Context: an optimization exercise on an open-source flow, tuned for a short achievable clock period and few clock cycles. The choices shown serve that exercise and are no tape-out recipe. Where RTL was checked, it was by simulation tests only, not by an equivalence proof against the original. The RTL of runs 2 and 3 was laid out without a check of its function. Power is estimated from default activity; no workload was simulated.

==> design.v <==
module SingleCycleCPU(
    input CLK, Reset,
    output [31:0] imem_addr,
    input  [31:0] imem_data,
    output [31:0] dmem_addr,
    output [31:0] dmem_wdata,
    output        dmem_we,
    input  [31:0] dmem_rdata,
    output        halted
);
localparam [5:0] OP_ADD = 6'b000000, OP_SUB = 6'b000001, OP_ADDIU = 6'b000010,
                 OP_ANDI = 6'b010000, OP_AND = 6'b010001, OP_ORI = 6'b010010,
                 OP_OR = 6'b010011, OP_SLL = 6'b011000, OP_SLTI = 6'b011100,
                 OP_SW = 6'b100110, OP_LW = 6'b100111, OP_BEQ = 6'b110000,
                 OP_BNE = 6'b110001, OP_BLT = 6'b110010, OP_J = 6'b111000,
                 OP_HALT = 6'b111111;
reg         rst_n_q;              
reg  [31:0] pc;                   
reg         id_v;                 
reg  [31:0] id_ir, id_pc;
reg         ex_v;                 
reg  [31:0] ex_a, ex_b, ex_imm;
reg         ex_fa_m, ex_fa_w, ex_fb_m, ex_fb_w, ex_fb_ld;
reg  [4:0]  ex_sa;
reg         ex_useimm;
reg  [2:0]  ex_alu;               
reg         ex_we, ex_load, ex_store, ex_halt;
reg  [4:0]  ex_dst;
reg         ex_beq, ex_bne, ex_blt, ex_pred;
reg  [31:0] ex_alt;               
reg         mem_we, mem_load, mem_store;    
reg  [4:0]  mem_dst;
reg  [31:0] mem_res, mem_wdata;
reg         wb_we;                
reg  [4:0]  wb_dst;
reg  [31:0] wb_data;
reg         halted_r;
reg  [31:0] rf [1:31];
wire [5:0]  op  = id_ir[31:26];
wire [4:0]  rs  = id_ir[25:21];
wire [4:0]  rt  = id_ir[20:16];
wire [4:0]  rd  = id_ir[15:11];
wire [15:0] imm = id_ir[15:0];
wire d_add   = op == OP_ADD;
wire d_sub   = op == OP_SUB;
wire d_addiu = op == OP_ADDIU;
wire d_andi  = op == OP_ANDI;
wire d_and   = op == OP_AND;
wire d_ori   = op == OP_ORI;
wire d_or    = op == OP_OR;
wire d_sll   = op == OP_SLL;
wire d_slti  = op == OP_SLTI;
wire d_sw    = op == OP_SW;
wire d_lw    = op == OP_LW;
wire d_beq   = op == OP_BEQ;
wire d_bne   = op == OP_BNE;
wire d_blt   = op == OP_BLT;
wire d_j     = op == OP_J;
wire d_halt  = op == OP_HALT;
wire d_rtype = d_add | d_sub | d_and | d_or | d_sll;
wire d_itype = d_addiu | d_andi | d_ori | d_slti | d_lw;
wire d_br    = d_beq | d_bne | d_blt;
wire [4:0] d_dst = d_rtype ? rd : rt;
wire d_we    = (d_rtype | d_itype) & (d_dst != 5'd0);
wire use_rs  = d_add | d_sub | d_and | d_or | d_itype | d_sw | d_br;
wire use_rt  = d_add | d_sub | d_and | d_or | d_sll | d_br;    
wire hz_rs = use_rs & (rs == ex_dst);
wire hz_rt = use_rt & (rt == ex_dst);
wire stall = id_v & ex_v & ex_load & ex_we & (hz_rs | hz_rt);
wire d_pred = d_br & (imm[15] | d_bne);
wire [31:0] pc4      = id_pc + 32'd4;
wire [31:0] br_tgt   = pc4 + {{14{imm[15]}}, imm, 2'b00};
wire [31:0] j_tgt    = {id_pc[31:28], id_ir[25:0], 2'b00};
wire        redirect = id_v & (d_j | d_halt | d_pred);
wire [31:0] rd_tgt   = d_j ? j_tgt : d_halt ? id_pc : br_tgt;
wire [31:0] rf_rs = (rs == 5'd0) ? 32'd0 : (wb_we && wb_dst == rs) ? wb_data : rf[rs];
wire [31:0] rf_rt = (rt == 5'd0) ? 32'd0 : (wb_we && wb_dst == rt) ? wb_data : rf[rt];
wire [31:0] d_imm = (d_andi | d_ori) ? {16'd0, imm} : {{16{imm[15]}}, imm};
wire [2:0]  d_alu = d_sub ? 3'd1 : (d_and | d_andi) ? 3'd2 : (d_or | d_ori) ? 3'd3 :
                    d_sll ? 3'd4 : d_slti ? 3'd5 : 3'd0;
wire [31:0] a = ex_fa_m ? mem_res : ex_fa_w ? wb_data : ex_a;
wire [31:0] b = ex_fb_m ? mem_res : ex_fb_w ? wb_data : ex_b;
wire [31:0] bi = ex_useimm ? ex_imm : b;
reg  [31:0] alu;
always @(*) begin
    case (ex_alu)
        3'd0: alu = a + bi;
        3'd1: alu = a - bi;
        3'd2: alu = a & bi;
        3'd3: alu = a | bi;
        3'd4: alu = b << ex_sa;
        3'd5: alu = {31'd0, a < bi};
        default: alu = 32'd0;
    endcase
end
wire eq      = a == b;
wire lt      = (a[31] ^ b[31]) ? a[31] : (a[30:0] < b[30:0]);
wire taken   = (ex_beq & eq) | (ex_bne & ~eq) | (ex_blt & lt);
wire mispred = ex_v & (ex_beq | ex_bne | ex_blt) & (taken != ex_pred);
wire [31:0] st_data = ex_fb_ld ? dmem_rdata : b;
always @(posedge CLK) begin
    rst_n_q <= Reset;
    if (!Reset)
        pc <= 32'd0;
    else if (mispred)
        pc <= ex_alt;
    else if (stall)
        pc <= pc;
    else if (redirect)
        pc <= rd_tgt;
    else
        pc <= pc + 32'd4;
    if (!stall) begin
        id_ir <= imem_data;
        id_pc <= pc;
    end
    if (!Reset || mispred)
        id_v <= 1'b0;
    else if (!stall)
        id_v <= ~redirect;
    ex_a     <= rf_rs;
    ex_b     <= rf_rt;
    ex_imm   <= d_imm;
    ex_sa    <= id_ir[10:6];
    ex_useimm <= d_itype | d_sw;
    ex_alu   <= d_alu;
    ex_dst   <= d_dst;
    ex_fa_m  <= ex_we & (ex_dst == rs);
    ex_fa_w  <= mem_we & (mem_dst == rs);
    ex_fb_m  <= ex_we & (ex_dst == rt);
    ex_fb_w  <= mem_we & (mem_dst == rt);
    ex_fb_ld <= ex_load & ex_we & (ex_dst == rt);
    ex_alt   <= d_pred ? pc4 : br_tgt;
    if (!Reset || mispred || stall || !id_v) begin
        ex_v <= 1'b0;
        ex_we <= 1'b0;
        ex_load <= 1'b0;
        ex_store <= 1'b0;
        ex_halt <= 1'b0;
        ex_beq <= 1'b0;
        ex_bne <= 1'b0;
        ex_blt <= 1'b0;
        ex_pred <= 1'b0;
    end else begin
        ex_v <= 1'b1;
        ex_we <= d_we;
        ex_load <= d_lw;
        ex_store <= d_sw;
        ex_halt <= d_halt;
        ex_beq <= d_beq;
        ex_bne <= d_bne;
        ex_blt <= d_blt;
        ex_pred <= d_pred;
    end
    mem_res   <= alu;
    mem_wdata <= st_data;
    mem_dst   <= ex_dst;
    if (!Reset) begin
        mem_we <= 1'b0;
        mem_load <= 1'b0;
        mem_store <= 1'b0;
    end else begin
        mem_we <= ex_we;
        mem_load <= ex_load;
        mem_store <= ex_store;
    end
    wb_data <= mem_load ? dmem_rdata : mem_res;
    wb_dst  <= mem_dst;
    if (!Reset)
        wb_we <= 1'b0;
    else
        wb_we <= mem_we;
    if (!Reset)
        halted_r <= 1'b0;
    else if (ex_v & ex_halt)
        halted_r <= 1'b1;
end
integer i;
always @(posedge CLK) begin
    if (!rst_n_q) begin
        for (i = 1; i < 32; i = i + 1)
            rf[i] <= 32'd0;
    end else if (wb_we)
        rf[wb_dst] <= wb_data;
end
assign imem_addr  = pc;
assign dmem_addr  = mem_res;
assign dmem_wdata = mem_wdata;
assign dmem_we    = mem_store;
assign halted     = halted_r;
endmodule
==> run.sh <==
#!/bin/bash
# synth_recipe.tcl (not shown) runs the flow's synth.tcl, then flattens the netlist and writes it again
# the make line also repeats each setting of config.mk as NAME=value (left out here)
make -C /OpenROAD-flow-scripts/flow DESIGN_CONFIG=/design/flow/config.mk WORK_HOME=/design/flow/orfs CLKGATE_MAP_FILE= SYNTH_SCRIPT=/design/flow/synth_recipe.tcl finish
==> config.mk <==
export PLATFORM = sky130hd
export DESIGN_NAME = SingleCycleCPU
export DESIGN_NICKNAME = SingleCycleCPU
export VERILOG_FILES = /design/flow/design.v
export SDC_FILE = /design/flow/constraint.sdc
export NUM_CORES = 4
export LEC_CHECK = 0
export CAP_MARGIN = 20
export CORE_MARGIN = 2
export CORE_UTILIZATION = 40
export SLEW_MARGIN = 20
==> constraint.sdc <==
create_clock -name core_clock -period 12.0 [get_ports {CLK}]
set_input_delay 2.4000 -clock core_clock [delete_from_list [all_inputs] [get_ports {CLK}]]
set_output_delay 2.4000 -clock core_clock [all_outputs]
set_load 0.01 [all_outputs]
==> summary.md, run 1 <==
| Metric | Value |
|---|---|
| Outcome | `complete, no violations` |
| Slew headroom | `18.1%` |
| CTS tree | `done` |
| Leak | `31.6 nW` |
| Cells after DPL | `8217` |
| Total CTS buffers | `156` |
| Total GRT Usage | `28.4%` |
| Fin crit share | `45.0%` |
| Final antenna-violating net count | `0` |
| Initial DRC Count | `6840` |
| Commonest cells after routing, fill and taps aside | `edfxtp_1 (1088), and2_1 (1009), mux4_2 (668), nand2_1 (286), dfxtp_1 (258)` |
| DRT Pass-1 Iters | `5` |
| Setup_tns | `0 ns` |
| Num ports | `164` |
| Number of clock sinks | `1379` |
| H-tree levels | `4` |
| Vias in the first global route | `52500` |
| Largest net degree at the start of global routing | `93` |
| Setup Skew | `0.0397 ns` |
| Seq/Total Area, Yosys | `49.7%` |
| Flops & latches, synth | `1379` |
| Mapped Nets | `6134` |
| Fill cells | `16900` |
| Yosys warning total | `1` |
| Layout area overhead | `12.7%` |
| First-pass GRT wire length | `401 mm` |
| Clk buf depth | `3` |
| CP arrival | `6.16 ns` |
| CTS Hold Buffers Added | `0` |
| Slew at the pin closest to its max-slew limit | `1.22 ns` |
| Vias | `53600` |
| Critical Path RT | `12.76 ns` |
| Total die area | `0.197 mm²` |
| # Post-CTS Setup Buffers | `0` |
| Critical path launch point type | `register` |
| Largest Register | `rf` |
| Clock slew at reported path FFs | `0.06 ns` |
| Peak supply drop | `0.158 mV` |
| Max-Cap Viols | `0` |
| Initial antenna violation count | `24` |
| Mapped Area | `0.0774 mm²` |
| Grt total ovfl | `0` |
| Final Power | `13.5 mW` |
| Initial Util | `40.2%` |
| Core Region | `0.192 mm²` |
| Synth async-reset ratio | `0%` |
| DR vias/cell | `6.29` |
| Worst Path Max Fanout | `36` |
| Total wire length | `284 mm` |
| Syn Inst Count | `5898` |
| Final worst path period need | `5.40 ns` |
| Routed wire per std cell | `33.3 µm` |
| Port Buf Inserts | `163` |
| Die Wd | `444 µm` |
| CTS root buf | `clkbuf_16` |
| DP Worst Slack | `6.72 ns` |
| Maximum operating frequency | `185 MHz` |
| RSZ-0062 raised after global routing | `no` |
| Mean Syn Cell Area | `13.1 µm²` |
| Post-Layout Cell Count | `8519` |
| Die Y | `444 µm` |
| Post-synth EDFFs | `1088` |
| Final worst setup slack | `6.60 ns` |
| Crit path kind | `reg -> reg` |
| Row cnt | `161` |
| Final Max Slew Viols | `0` |
| Max FFs per register | `1024` |
| Detailed-placement wirelength estimate | `180 mm` |
| Number of remaining DRC errors | `0` |
| Layout cells sized above 1 | `21.1%` |
| Worst skew pair latency | `0.82 ns` |
| Commonest non-fill, non-tap cell in the layout | `edfxtp_1` |
| RePlAce Congestion | `1.03` |
| Final Setup Violations | `0` |
| Main synth FF type | `edfxtp_1` |
| Worst Hold Class | `reg -> reg` |
| Post-cts resize count | `0` |
| Power per cell area | `155 mW/mm²` |
| CP endpoint kind | `register` |
| Library cells used by synthesis | `93` |
| Final core occ | `45.4%` |
| Nets | `6085` |
| Final hold violation count | `0` |
-- worst paths after layout --
path	start	end	slack, ns	depth (start not counted)
max	ex_fb_m$_DFF_P_	pc[30]$_SDFFE_PN0P_	6.60	12
min	id_pc[1]$_DFFE_PN_	ex_alt[1]$_DFF_P_	0.35	0
max reg2reg	ex_fb_m$_DFF_P_	pc[30]$_SDFFE_PN0P_	6.60	12
min reg2reg	id_pc[1]$_DFFE_PN_	ex_alt[1]$_DFF_P_	0.35	0
-- where the power goes --
group	internal, mW	switching, mW	total [mW]
combinational	0.997	1.62	2.61
sequential	5.47	0.588	6.06
clock	2.77	2.10	4.87
total	9.24	4.31	13.5
-- metal layers --
metal / global-route usage [%] / wire length (µm) / part of all wire, %
met1: 37.9 / 111000 / 39
met2: 44.5 / 131000 / 46
met3: 6.05 / 26900 / 9.5
met4: 13.1 / 14100 / 5.0
met5: 0 / 59 / 0.021
-- cells by family after synthesis --
logic type	after synthesis	share of synthesized area, %
and+or+nand+nor	1876	13.2
xor gates and xnor gates	117	1.32
DFF	1379	49.7
AOI/OAI and AO/OA	780	6.66
muxes	933	23.1
buffers and inverters	643	3.22
adders and majority gates	170	2.78
-- per-stage QoR --
step | cell area (µm²) | hold WS, ns
4_1_cts | 87200 | 0.352
3_3_place_gp | 82000 | 0.356
3_5_place_dp | 82000 | 0.356
5_1_grt | 87200 | 0.352
6_report | 87200 | 0.347
2_1_floorplan | 77400 | 0.348
-- synthesized netlist by cell type (9+ instances only) --
cell / number / share of area, %
or2_2: 10 / 0.081
mux2_1: 14 / 0.20
nor2b_1: 16 / 0.13
a221oi_1: 20 / 0.23
o21ai_0: 179 / 1.2
edfxtp_1: 1088 / 42
a311oi_1: 9 / 0.10
buf_1: 76 / 0.37
nand3b_1: 9 / 0.087
o22ai_1: 14 / 0.11
nor2_1: 291 / 1.4
nand3_1: 63 / 0.41
mux2i_2: 9 / 0.16
nand4_1: 32 / 0.26
and3_1: 24 / 0.19
and4_1: 9 / 0.10
nand2_1: 286 / 1.4
xnor2_1: 70 / 0.79
nor3_1: 50 / 0.32
or3_1: 15 / 0.12
mux2i_1: 169 / 2.2
nor4_1: 18 / 0.15
xor2_1: 47 / 0.53
ha_1: 167 / 2.7
and2_1: 1009 / 8.2
mux2_2: 67 / 0.97
o211ai_1: 20 / 0.19
mux4_2: 668 / 19
a31oi_1: 20 / 0.16
dfxtp_1: 291 / 7.5
nand2b_1: 20 / 0.16
buf_2: 22 / 0.14
a211oi_1: 88 / 0.85
a21oi_1: 171 / 1.1
o221ai_1: 27 / 0.31
inv_1: 110 / 0.53
o21ai_1: 17 / 0.11
a21o_1: 21 / 0.20
clkbuf_1: 419 / 2.0
o31ai_1: 12 / 0.12
o21bai_1: 15 / 0.15
o21a_1: 70 / 0.68
-- cell type report --
type | instances | area (µm²) | share of cell area [%]
clock inverter | 83 | 883 | 1.01
sequential | 1379 | 38600 | 44.2
timing repair buffer | 317 | 2830 | 3.24
tap | 2526 | 3160 | 3.62
inverter | 119 | 447 | 0.512
clock buffer | 204 | 4270 | 4.89
antenna | 15 | 37.5 | 0.0430
multi-input combinational | 3876 | 37100 | 42.5
-- critical path: stages (launching register included) --
cell and delay [ns]:
dfxtp_1 0.35, inv_2 0.80, mux2i_1 0.76, ha_1 0.22
nand4_1 0.22, nor4_1 0.85, nand3_1 0.26, mux2_2 0.38
nor3_1 0.56, nor2_2 0.04, buf_4 0.30, nor2_1 0.36
a32o_1 0.20
Testbench counts, summed over its fixed seeds: cycles 46,365.
==> inputs of run 2 (changes only) <==
--- a/design.v
+++ b/design.v
@@ -36,6 +36,30 @@
 reg  [31:0] wb_data;
 reg         halted_r;
 reg  [31:0] rf [1:31];
+function pred_fn(input [31:0] ir);
+    reg same;
+    begin
+        same = ir[25:21] == ir[20:16];
+        case (ir[31:26])
+            OP_BEQ:  pred_fn = same | ir[15];
+            OP_BNE:  pred_fn = ~same;
+            OP_BLT:  pred_fn = ~same;
+            default: pred_fn = 1'b0;
+        endcase
+    end
+endfunction
+wire [5:0]  f_op   = imem_data[31:26];
+wire        f_j    = f_op == OP_J;
+wire        f_halt = f_op == OP_HALT;
+wire        f_pred = pred_fn(imem_data);
+wire [31:0] f_seq  = pc + 32'd4;
+wire [16:0] f_lo   = {1'b0, pc[17:2]} + {1'b0, imem_data[15:0]} + 17'd1;
+wire [13:0] f_hi0  = pc[31:18];
+wire [13:0] f_hip  = pc[31:18] + 14'd1;
+wire [13:0] f_him  = pc[31:18] - 14'd1;
+wire [13:0] f_hi   = (f_lo[16] == imem_data[15]) ? f_hi0 : f_lo[16] ? f_hip : f_him;
+wire [31:0] f_btgt = {f_hi, f_lo[15:0], 2'b00};
+wire [31:0] f_jtgt = {pc[31:28], imem_data[25:0], 2'b00};
 wire [5:0]  op  = id_ir[31:26];
 wire [4:0]  rs  = id_ir[25:21];
 wire [4:0]  rt  = id_ir[20:16];
@@ -67,14 +91,22 @@
 wire hz_rs = use_rs & (rs == ex_dst);
 wire hz_rt = use_rt & (rt == ex_dst);
 wire stall = id_v & ex_v & ex_load & ex_we & (hz_rs | hz_rt);
-wire d_pred = d_br & (imm[15] | d_bne);
+wire d_pred = pred_fn(id_ir);
 wire [31:0] pc4      = id_pc + 32'd4;
 wire [31:0] br_tgt   = pc4 + {{14{imm[15]}}, imm, 2'b00};
-wire [31:0] j_tgt    = {id_pc[31:28], id_ir[25:0], 2'b00};
-wire        redirect = id_v & (d_j | d_halt | d_pred);
-wire [31:0] rd_tgt   = d_j ? j_tgt : d_halt ? id_pc : br_tgt;
 wire [31:0] rf_rs = (rs == 5'd0) ? 32'd0 : (wb_we && wb_dst == rs) ? wb_data : rf[rs];
 wire [31:0] rf_rt = (rt == 5'd0) ? 32'd0 : (wb_we && wb_dst == rt) ? wb_data : rf[rt];
+wire m_rs = mem_we & (mem_dst == rs);
+wire m_rt = mem_we & (mem_dst == rt);
+wire [31:0] id_a = m_rs ? mem_res : rf_rs;
+wire [31:0] id_b = m_rt ? mem_res : rf_rt;
+wire id_ready = ~(ex_we & ((rs == ex_dst) | (rt == ex_dst))) &
+                ~(mem_load & (m_rs | m_rt));
+wire id_eq    = id_a == id_b;
+wire id_lt    = (id_a[31] ^ id_b[31]) ? id_a[31] : (id_a[30:0] < id_b[30:0]);
+wire id_taken = (d_beq & id_eq) | (d_bne & ~id_eq) | (d_blt & id_lt);
+wire id_fix   = id_v & d_br & id_ready & (id_taken != d_pred);
+wire [31:0] id_alt = d_pred ? pc4 : br_tgt;
 wire [31:0] d_imm = (d_andi | d_ori) ? {16'd0, imm} : {{16{imm[15]}}, imm};
 wire [2:0]  d_alu = d_sub ? 3'd1 : (d_and | d_andi) ? 3'd2 : (d_or | d_ori) ? 3'd3 :
                     d_sll ? 3'd4 : d_slti ? 3'd5 : 3'd0;
@@ -104,20 +136,26 @@
         pc <= 32'd0;
     else if (mispred)
         pc <= ex_alt;
+    else if (id_fix)
+        pc <= id_alt;
     else if (stall)
         pc <= pc;
-    else if (redirect)
-        pc <= rd_tgt;
+    else if (f_halt)
+        pc <= pc;
+    else if (f_j)
+        pc <= f_jtgt;
+    else if (f_pred)
+        pc <= f_btgt;
     else
-        pc <= pc + 32'd4;
+        pc <= f_seq;
     if (!stall) begin
         id_ir <= imem_data;
         id_pc <= pc;
     end
-    if (!Reset || mispred)
+    if (!Reset || mispred || id_fix)
         id_v <= 1'b0;
     else if (!stall)
-        id_v <= ~redirect;
+        id_v <= 1'b1;
     ex_a     <= rf_rs;
     ex_b     <= rf_rt;
     ex_imm   <= d_imm;
@@ -130,7 +168,7 @@
     ex_fb_m  <= ex_we & (ex_dst == rt);
     ex_fb_w  <= mem_we & (mem_dst == rt);
     ex_fb_ld <= ex_load & ex_we & (ex_dst == rt);
-    ex_alt   <= d_pred ? pc4 : br_tgt;
+    ex_alt   <= id_alt;
     if (!Reset || mispred || stall || !id_v) begin
         ex_v <= 1'b0;
         ex_we <= 1'b0;
@@ -147,9 +185,9 @@
         ex_load <= d_lw;
         ex_store <= d_sw;
         ex_halt <= d_halt;
-        ex_beq <= d_beq;
-        ex_bne <= d_bne;
-        ex_blt <= d_blt;
+        ex_beq <= d_beq & ~id_ready;
+        ex_bne <= d_bne & ~id_ready;
+        ex_blt <= d_blt & ~id_ready;
         ex_pred <= d_pred;
     end
     mem_res   <= alu;
--- a/config.mk
+++ b/config.mk
@@ -5,7 +5,9 @@
 export SDC_FILE = /design/flow/constraint.sdc
 export NUM_CORES = 4
 export LEC_CHECK = 0
+export ABC_CLOCK_PERIOD_IN_PS = 3000
 export CAP_MARGIN = 20
 export CORE_MARGIN = 2
-export CORE_UTILIZATION = 40
+export CORE_UTILIZATION = 60
+export SETUP_SLACK_MARGIN = 5
 export SLEW_MARGIN = 20
==> run 2 against run 1 <==
Effect of this change: clock-buffer cell count decreased by 5; sequential share of layout area shrank 1.0 points; register-to-register slack got worse by 1.6 ns; design area is 2.3% higher; combinational power increased by 11%; critical endpoint unchanged; worst hold slack better by 0.029 ns; via count grew 2.4%; total power grew 1.2%; highest routed layer unchanged; synthesized cell count increased by 4.9%.
==> summary.md, run 2 <==
| Metric | Value |
|---|---|
| Hold Path Depth | `0` |
| Commonest non-fill, non-tap cell in the layout | `edfxtp_1` |
| Mapped Nets | `6474` |
| Largest Register | `rf` |
| Maximum operating frequency | `142 MHz` |
| Hold_sp | `id_pc[1]$_DFFE_PN_` |
| Total CTS buffers | `151` |
| Core Region | `0.132 mm²` |
| Peak supply drop | `0.129 mV` |
| CTS Hold Buffers Added | `0` |
| Leak | `32.9 nW` |
| Row cnt | `133` |
| Flops & latches, synth | `1379` |
| Synth top area share | `41.0%` |
| Nets | `6465` |
| CP endpoint kind | `register` |
| Commonest cells after routing, fill and taps aside | `edfxtp_1 (1088), and2_1 (1012), mux4_2 (640), nor2_1 (277), dfxtp_1 (261)` |
| Mean Syn Cell Area | `12.9 µm²` |
| Final Setup Violations | `0` |
| CTS root buf | `clkbuf_16` |
| Layout cells sized above 1 | `21.0%` |
| Mapped Area | `0.0796 mm²` |
| Slowest cell delay on critical path | `0.66 ns` |
| Setup Skew | `0.0296 ns` |
| Most Crowded Layer GR | `met2` |
| Final hold violation count | `0` |
| Worst skew pair latency | `0.80 ns` |
| Setup slack, reg-to-reg | `4.96 ns` |
| Synth async-reset ratio | `0%` |
| Clock slew at reported path FFs | `0.07 ns` |
| Initial antenna violation count | `12` |
| Final antenna-violating net count | `0` |
| Post-synth EDFFs | `1088` |
| Initial Util | `60.5%` |
| Fin crit share | `58.7%` |
| Vias in the first global route | `54000` |
| Slowest CP cell | `or4_1` |
| Power per cell area | `154 mW/mm²` |
| FF-to-FF End | `pc[30]$_SDFFE_PN0P_` |
| Die Y | `368 µm` |
| Routed wire per std cell | `31.8 µm` |
| Detailed-placement wirelength estimate | `160 mm` |
| Setup_tns | `0 ns` |
| Critical Path RT | `12.72 ns` |
| Seq/Total Area, Yosys | `48.4%` |
| Worst Path Max Fanout | `45` |
| Area leader, netlist | `edfxtp_1` |
| Met3 GRT Util | `7.22%` |
| First-pass GRT wire length | `370 mm` |
| Number of clock sinks | `1379` |
| Critical path launch point type | `register` |
| Critical Path, Cell by Cell | `buf_6, buf_8, mux4_2, mux4_2, mux2i_1, a211oi_1, mux2_2, ha_1, and4_1, nand4_1, or4_1, or3_1, nor3_2, or3_4, o21ai_4, buf_4, or4_1, a31oi_1` |
| Final Max Slew Viols | `0` |
| Max FFs per register | `1024` |
| Global routing usage on met1 | `53.0%` |
| Hold endpoint | `ex_alt[1]$_DFF_P_` |
| Yosys warning total | `1` |
| DRT Pass-1 Iters | `6` |
| Library cells used by synthesis | `89` |
| Largest net degree at the start of global routing | `116` |
| Fill cells | `9515` |
| RSZ-0062 raised after global routing | `yes` |
| Clk buf depth | `3` |
| Slew headroom | `17.0%` |
| H-tree levels | `4` |
| Top-count cell post-synth | `edfxtp_1` |
| Number of remaining DRC errors | `0` |
| Crit path kind | `reg -> reg` |
| Layout area overhead | `12.1%` |
| DR vias/cell | `6.80` |
| Worst Hold Class | `reg -> reg` |
| Initial DRC Count | `7545` |
| Syn Inst Count | `6186` |
| Total GRT Usage | `37.7%` |
| Main synth FF type | `edfxtp_1` |
| Top cells by count, synth | `edfxtp_1 (1088), and2_1 (1012), mux4_2 (640), clkbuf_1 (448), nor2_1 (312)` |
| Outcome | `complete, no violations` |
| Final worst path period need | `7.04 ns` |
| Grt total ovfl | `0` |
| Total die area | `0.136 mm²` |
| Max-Cap Viols | `0` |
| RePlAce Congestion | `0.961` |
| Die Wd | `368 µm` |
| CTS tree | `done` |
| GR Util met2 | `58.1%` |
| Slew at the pin closest to its max-slew limit | `1.23 ns` |
| CP arrival | `7.76 ns` |
| Final Power | `13.7 mW` |
| Port Buf Inserts | `163` |
| Total wire length | `256 mm` |
| Num ports | `164` |
| Vias | `54900` |
| Synth area leaders | `edfxtp_1 (41%), mux4_2 (18%), and2_1 (8.0%)` |
| Worst r2r path cells | `18` |
run 2: cell count changes after synthesis, moves of 16 or more:
| cell | before | now |
|---|---|---|
| xor2_1 | 47 | 73 |
| xnor2_1 | 70 | 97 |
| nand2_1 | 286 | 236 |
| mux2i_1 | 169 | 259 |
| buf_2 | 22 | 5 |
| o21ai_0 | 179 | 221 |
| clkbuf_1 | 419 | 448 |
| ha_1 | 167 | 217 |
| o211ai_1 | 20 | 36 |
| mux4_2 | 668 | 640 |
| nor2_1 | 291 | 312 |
| mux2_2 | 67 | 101 |
run 2: logic make-up after synthesis:
logic type | after synthesis | share of synthesized area [%]
AO/OA/AOI/OAI | 881 | 7.32
XOR/XNOR | 170 | 1.87
adder cells (fa/ha/maj) | 222 | 3.54
buffers and inverters | 647 | 3.12
flip-flops | 1379 | 48.4
multiplexers | 1000 | 22.8
AND/OR/NAND/NOR | 1887 | 13.0
run 2: report_power, final:
part / switching, mW / total, mW / internal (mW)
Combinational: 1.76 / 2.89 / 1.13
Sequential: 0.474 / 5.96 / 5.48
Clock: 2.02 / 4.86 / 2.84
Total: 4.26 / 13.7 / 9.45
run 2: repair_timing:
action | 4_1_cts | 5_1_grt
endpoints found under the hold margin | 0 | 0
gates cloned | 2 | 2
resized for setup | 14 | 16
setup buffers | 7 | 16
setup endpoints to repair | 33 | 21
pin swaps | 2 | 2
run 2: final cells by class:
| class | count | area, µm² | area share, % |
|---|---|---|---|
| Clock inverter | 81 | 951 | 1.07 |
| Tap cell | 1755 | 2200 | 2.46 |
| Inverter | 120 | 450 | 0.505 |
| Sequential cell | 1379 | 38600 | 43.2 |
| Antenna cell | 2 | 5.00 | 0.00561 |
| Timing Repair Buffer | 364 | 3500 | 3.92 |
| Multi-Input combinational cell | 4161 | 39400 | 44.1 |
| Clock buffer | 199 | 4210 | 4.72 |
run 2: per-stage QoR:
stage	worst slack [ns]	instances	area [µm²]	hold WS (ns)	util (%)
6_report	4.96	8061	89200	0.376	67.8
5_1_grt	4.86	8059	89200	0.378	67.8
4_1_cts	5.04	8041	88900	0.377	67.6
3_5_place_dp	3.66	7752	83500	0.362	63.5
3_3_place_gp	3.70	7750	83500	0.351	63.4
2_1_floorplan	5.05	6186	79600	0.348	-
run 2: worst max path at each step:
stage | from | endpoint | slack [ns] | cells after the start
4_1_cts | imem_data[0] | pc[30]$_SDFFE_PN0P_ | 5.04 | 23
3_3_place_gp | imem_data[0] | pc[31]$_SDFFE_PN0P_ | 3.70 | 22
5_1_grt | imem_data[0] | pc[30]$_SDFFE_PN0P_ | 4.86 | 24
3_5_place_dp | imem_data[0] | pc[31]$_SDFFE_PN0P_ | 3.66 | 22
6_report | register | pc[30]$_SDFFE_PN0P_ | 4.96 | 18
2_1_floorplan | imem_data[0] | pc[31]$_SDFFE_PN0P_ | 5.05 | 21
run 2: routing by layer:
metal	up-vias	wire (µm)
li1	23400	-
met1	27600	99600
met2	3368	118000
met3	527	26900
met4	4	11900
met5	-	26
run 2: critical path, delay by kind of cell, from the launching register on:
kind	cells	cell delay, ns
DFF	1	0.59
and+or+nand+nor	7	2.76
buffers and inverters	3	1.13
AOI/OAI and AO/OA	3	0.42
muxes	4	1.65
adders and majority gates	1	0.29
==> inputs of run 3 (changes only) <==
==> flow/run.sh (new file) <==
#!/bin/bash
# Standard ORFS layout (the standard.sh), with timing repair asked to
# leave a large setup margin so it keeps optimising the critical paths well
# below the 12 ns target. Everything else is the standard flow.
set -euo pipefail
bash standard.sh SETUP_SLACK_MARGIN=8.5 TNS_END_PERCENT=20 finish > standard_flow.log 2>&1
==> standard.sh (new file) <==
#!/bin/bash
# synth_recipe.tcl (not shown) runs the flow's synth.tcl, then flattens the netlist and writes it again
# the make line also repeats each setting of config.mk as NAME=value (left out here)
make -C /OpenROAD-flow-scripts/flow DESIGN_CONFIG=/design/flow/config.mk WORK_HOME=/design/flow/orfs CLKGATE_MAP_FILE= SYNTH_SCRIPT=/design/flow/synth_recipe.tcl "${@:-finish}"
==> config.mk (replaced) <==
export PLATFORM = sky130hd
export DESIGN_NAME = SingleCycleCPU
export DESIGN_NICKNAME = SingleCycleCPU
export VERILOG_FILES = /design/flow/design.v
export SDC_FILE = /design/flow/constraint.sdc
export NUM_CORES = 4
export LEC_CHECK = 0
export ABC_CLOCK_PERIOD_IN_PS = 3500
export CAP_MARGIN = 20
export CORE_MARGIN = 2
export CORE_UTILIZATION = 50
export SLEW_MARGIN = 20
removed: run.sh
==> run 3 against run 2 <==
Effect of this change: non-clock buffer count grew 172; largest power group unchanged; maximum frequency up 17%; critical path depth did not move; sequential share of layout area shrank 2.2 points; still clean on timing, DRC and antenna; largest cell class unchanged; first-iteration DRC count down 0.74%.
==> summary.md, run 3 <==
| Metric | Value |
|---|---|
| Setup_tns | `0 ns` |
| Critical path launch point type | `register` |
| Vias in the first global route | `54900` |
| Total GRT Usage | `34.4%` |
| Final worst path period need | `6.02 ns` |
| Power per cell area | `150 mW/mm²` |
| Initial DRC Count | `7489` |
| Num ports | `164` |
| Mapped Nets | `6474` |
| DRT Pass-1 Iters | `6` |
| Main synth FF type | `edfxtp_1` |
| Number of remaining DRC errors | `0` |
| Seq/Total Area, Yosys | `48.4%` |
| Final core occ | `59.5%` |
| CTS Hold Buffers Added | `0` |
| Maximum operating frequency | `166 MHz` |
| Synth async-reset ratio | `0%` |
| Crit path kind | `reg -> reg` |
| Final hold violation count | `0` |
| Initial antenna violation count | `17` |
| Total wire length | `282 mm` |
| Slew headroom | `24.1%` |
| Total die area | `0.162 mm²` |
| Die Wd | `403 µm` |
| Clk buf depth | `3` |
| Synth area leaders | `edfxtp_1 (41%), mux4_2 (18%), and2_1 (8.0%)` |
| Die Y | `403 µm` |
| Final Power | `14.2 mW` |
| Synth top area share | `41.0%` |
| Max-Cap Viols | `0` |
| Library cells used by synthesis | `89` |
| CP arrival | `6.72 ns` |
| Top cells by count, synth | `edfxtp_1 (1088), and2_1 (1012), mux4_2 (640), clkbuf_1 (448), nor2_1 (312)` |
| Setup slack, reg-to-reg | `5.98 ns` |
| CP top delay family | `compound AO/OA/AOI/OAI gates` |
| Worst path most repeated cell | `buf_6` |
| Mapped Area | `0.0796 mm²` |
| CTS root buf | `clkbuf_16` |
| Outcome | `complete, no violations` |
| Core Region | `0.158 mm²` |
| Vias | `56600` |
| Final Setup Violations | `0` |
| Commonest cells after routing, fill and taps aside | `edfxtp_1 (1088), and2_1 (1011), mux4_2 (640), nor2_1 (268), dfxtp_1 (258)` |
| Peak supply drop | `0.154 mV` |
| WP buf/inv | `5` |
| Commonest non-fill, non-tap cell in the layout | `edfxtp_1` |
| Critical Path RT | `12.71 ns` |
| Slowest CP cell | `dfxtp_4` |
| DR vias/cell | `6.60` |
| Hold Path Depth | `0` |
| Syn Inst Count | `6186` |
| Worst r2r path cells | `18` |
| First-pass GRT wire length | `400 mm` |
| Detailed-placement wirelength estimate | `166 mm` |
| Slew at the pin closest to its max-slew limit | `1.14 ns` |
| Setup Skew | `0.0368 ns` |
| Flops & latches, synth | `1379` |
| RSZ-0062 raised after global routing | `yes` |
| Post-synth EDFFs | `1088` |
| Slowest cell delay on critical path | `0.73 ns` |
| Row cnt | `146` |
| Grt total ovfl | `0` |
| Worst skew pair latency | `0.83 ns` |
| Top-count cell post-synth | `edfxtp_1` |
| Port Buf Inserts | `163` |
| FF-to-FF End | `pc[25]$_SDFFE_PN0P_` |
| Max FFs per register | `1024` |
| Largest Register | `rf` |
| Layout area overhead | `18.2%` |
| RePlAce Congestion | `0.930` |
| Fin crit share | `50.1%` |
| Leak | `34.5 nW` |
| Critical Path, Cell by Cell | `buf_4, mux4_2, mux2i_1, a211oi_1, mux2i_1, ha_4, and4_4, nand4_1, buf_6, or4_4, a221o_1, buf_6, or3_4, buf_6, o211ai_1, buf_4, o22ai_4, a2111oi_4` |
| Clock slew at reported path FFs | `0.06 ns` |
| H-tree levels | `4` |
| Initial Util | `50.3%` |
| Hold_sp | `mem_dst[4]$_DFF_P_` |
| Worst Path Max Fanout | `24` |
| Total CTS buffers | `156` |
| Area leader, netlist | `edfxtp_1` |
| CP endpoint kind | `register` |
| Final Max Slew Viols | `0` |
| Routed wire per std cell | `32.9 µm` |
| Nets | `6642` |
| Number of clock sinks | `1379` |
| Mean Syn Cell Area | `12.9 µm²` |
| Hold endpoint | `wb_dst[4]$_DFF_P_` |
| Worst Hold Class | `reg -> reg` |
| CTS tree | `done` |
| Final antenna-violating net count | `0` |
| Largest net degree at the start of global routing | `72` |
| Yosys warning total | `1` |
| Cell depth of the worst setup path | `18` |
| Layout cells sized above 1 | `27.0%` |
run 3: cell families (layout without fill, tap and decap cells):
group | Yosys count | count (layout) | share of synthesized area, %
AOI/OAI and AO/OA | 881 | 881 | 7.32
xor gates and xnor gates | 170 | 170 | 1.87
adders and majority gates | 222 | 222 | 3.54
buffers and inverters | 647 | 948 | 3.12
DFF | 1379 | 1379 | 48.4
muxes | 1000 | 1000 | 22.8
other | 0 | 7 | 0
and+or+nand+nor | 1887 | 1888 | 13.0
run 3: layout make-up:
type	count	area, µm²
diodes	7	17.5
well taps	2072	2590
fillers	12400	64100
multi-input cells	4161	41400
clock inverters	87	910
flip-flops and latches	1379	38600
inverters	120	465
clock buffers	205	4170
repair buffers	536	5970
run 3: worst max-delay path by stage:
stage                       from                   to  slack, ns
global placement    imem_data[0]  pc[31]$_SDFFE_PN0P_       4.38
floorplan           imem_data[0]  pc[31]$_SDFFE_PN0P_       5.62
global route            register  pc[25]$_SDFFE_PN0P_       5.91
finish                  register  pc[25]$_SDFFE_PN0P_       5.98
detailed placement  imem_data[0]  pc[31]$_SDFFE_PN0P_       4.33
CTS                     register  pc[25]$_SDFFE_PN0P_       6.09
run 3: stage by stage:
| step | instance area (µm²) | hold slack (ns) | setup WS [ns] | std cells |
|---|---|---|---|---|
| floorplan | 80800 | 0.348 | 5.62 | 6186 |
| global placement | 84300 | 0.352 | 4.38 | 8053 |
| detailed placement | 84300 | 0.359 | 4.33 | 8053 |
| CTS | 93000 | 0.387 | 6.09 | 8511 |
| global route | 94100 | 0.399 | 5.91 | 8561 |
| finish | 94100 | 0.390 | 5.98 | 8567 |
run 3: worst reg2reg max path, stage by stage (launching register included):
cell and delay, ns:
dfxtp_4 0.73, buf_4 0.56, mux4_2 0.41, mux2i_1 0.12, a211oi_1 0.68, mux2i_1 0.26, ha_4 0.34, and4_4 0.24
nand4_1 0.11, buf_6 0.16, or4_4 0.49, a221o_1 0.44, buf_6 0.16, or3_4 0.35, buf_6 0.13, o211ai_1 0.18
buf_4 0.18, o22ai_4 0.07, a2111oi_4 0.28
run 3: per-layer routing:
metal / vias up / GRT usage (%) / wire (µm) / part of all wire [%]
li1: 23800 / - / - / -
met1: 29000 / 49.3 / 114000 / 41
met2: 3225 / 52.6 / 128000 / 45
met3: 566 / 5.80 / 27500 / 9.7
met4: 4 / 13.6 / 12500 / 4.4
met5: - / 0 / 25 / 0.0089
run 3: timing repair:
| action | CTS | global route |
|---|---|---|
| pin swaps | 101 | 78 |
| setup endpoints to repair | 200 | 234 |
| endpoints found under the hold margin | 0 | 0 |
| gates resized for setup | 331 | 134 |
| setup buffers | 143 | 47 |
| cloned | 23 | 2 |
run 3: power by group:
| part | internal, mW | total (mW) | switching [mW] | leakage [nW] |
|---|---|---|---|---|
| clock network | 2.72 | 4.82 | 2.11 | 2.47 |
| logic | 1.36 | 3.37 | 2.01 | 18.4 |
| registers | 5.49 | 5.96 | 0.468 | 13.7 |
| total | 9.57 | 14.2 | 4.59 | 34.5 |

## port drivers added, routing unchanged
The flow's constraints put no driver on any port. The routed layouts listed below were extracted and timed again, unchanged, in two steps.
Step 1: set_driving_cell puts a clkbuf_16 on CLK and a buf_2 on each other input, an assumption about the parent block.
Step 2, shift: input delay + t, output delay - t, t = (earliest + latest rising clock arrival at the registers) / 2. This alone moves slack from input paths to output paths.
Three values: ideal ports, drivers, drivers and shift; two values: the first two.
run | t, ns | setup slack, ns | worst setup path at the end | slew at the worst register clock pin (ns)
run 1 | 0.893 | 6.598 / 6.598 / 6.598 | register to register | 0.07 / 0.07
run 2 | 0.880 | 4.958 / 4.958 / 4.429 | input to register | 0.07 / 0.07
run 3 | 0.898 | 5.984 / 5.984 / 5.289 | input to register | 0.07 / 0.07
After both steps setup and hold are still met in every run listed. The setup slack of run 3, which loses most, moves by 0.000 ns with the drivers and by -0.695 ns with both steps.
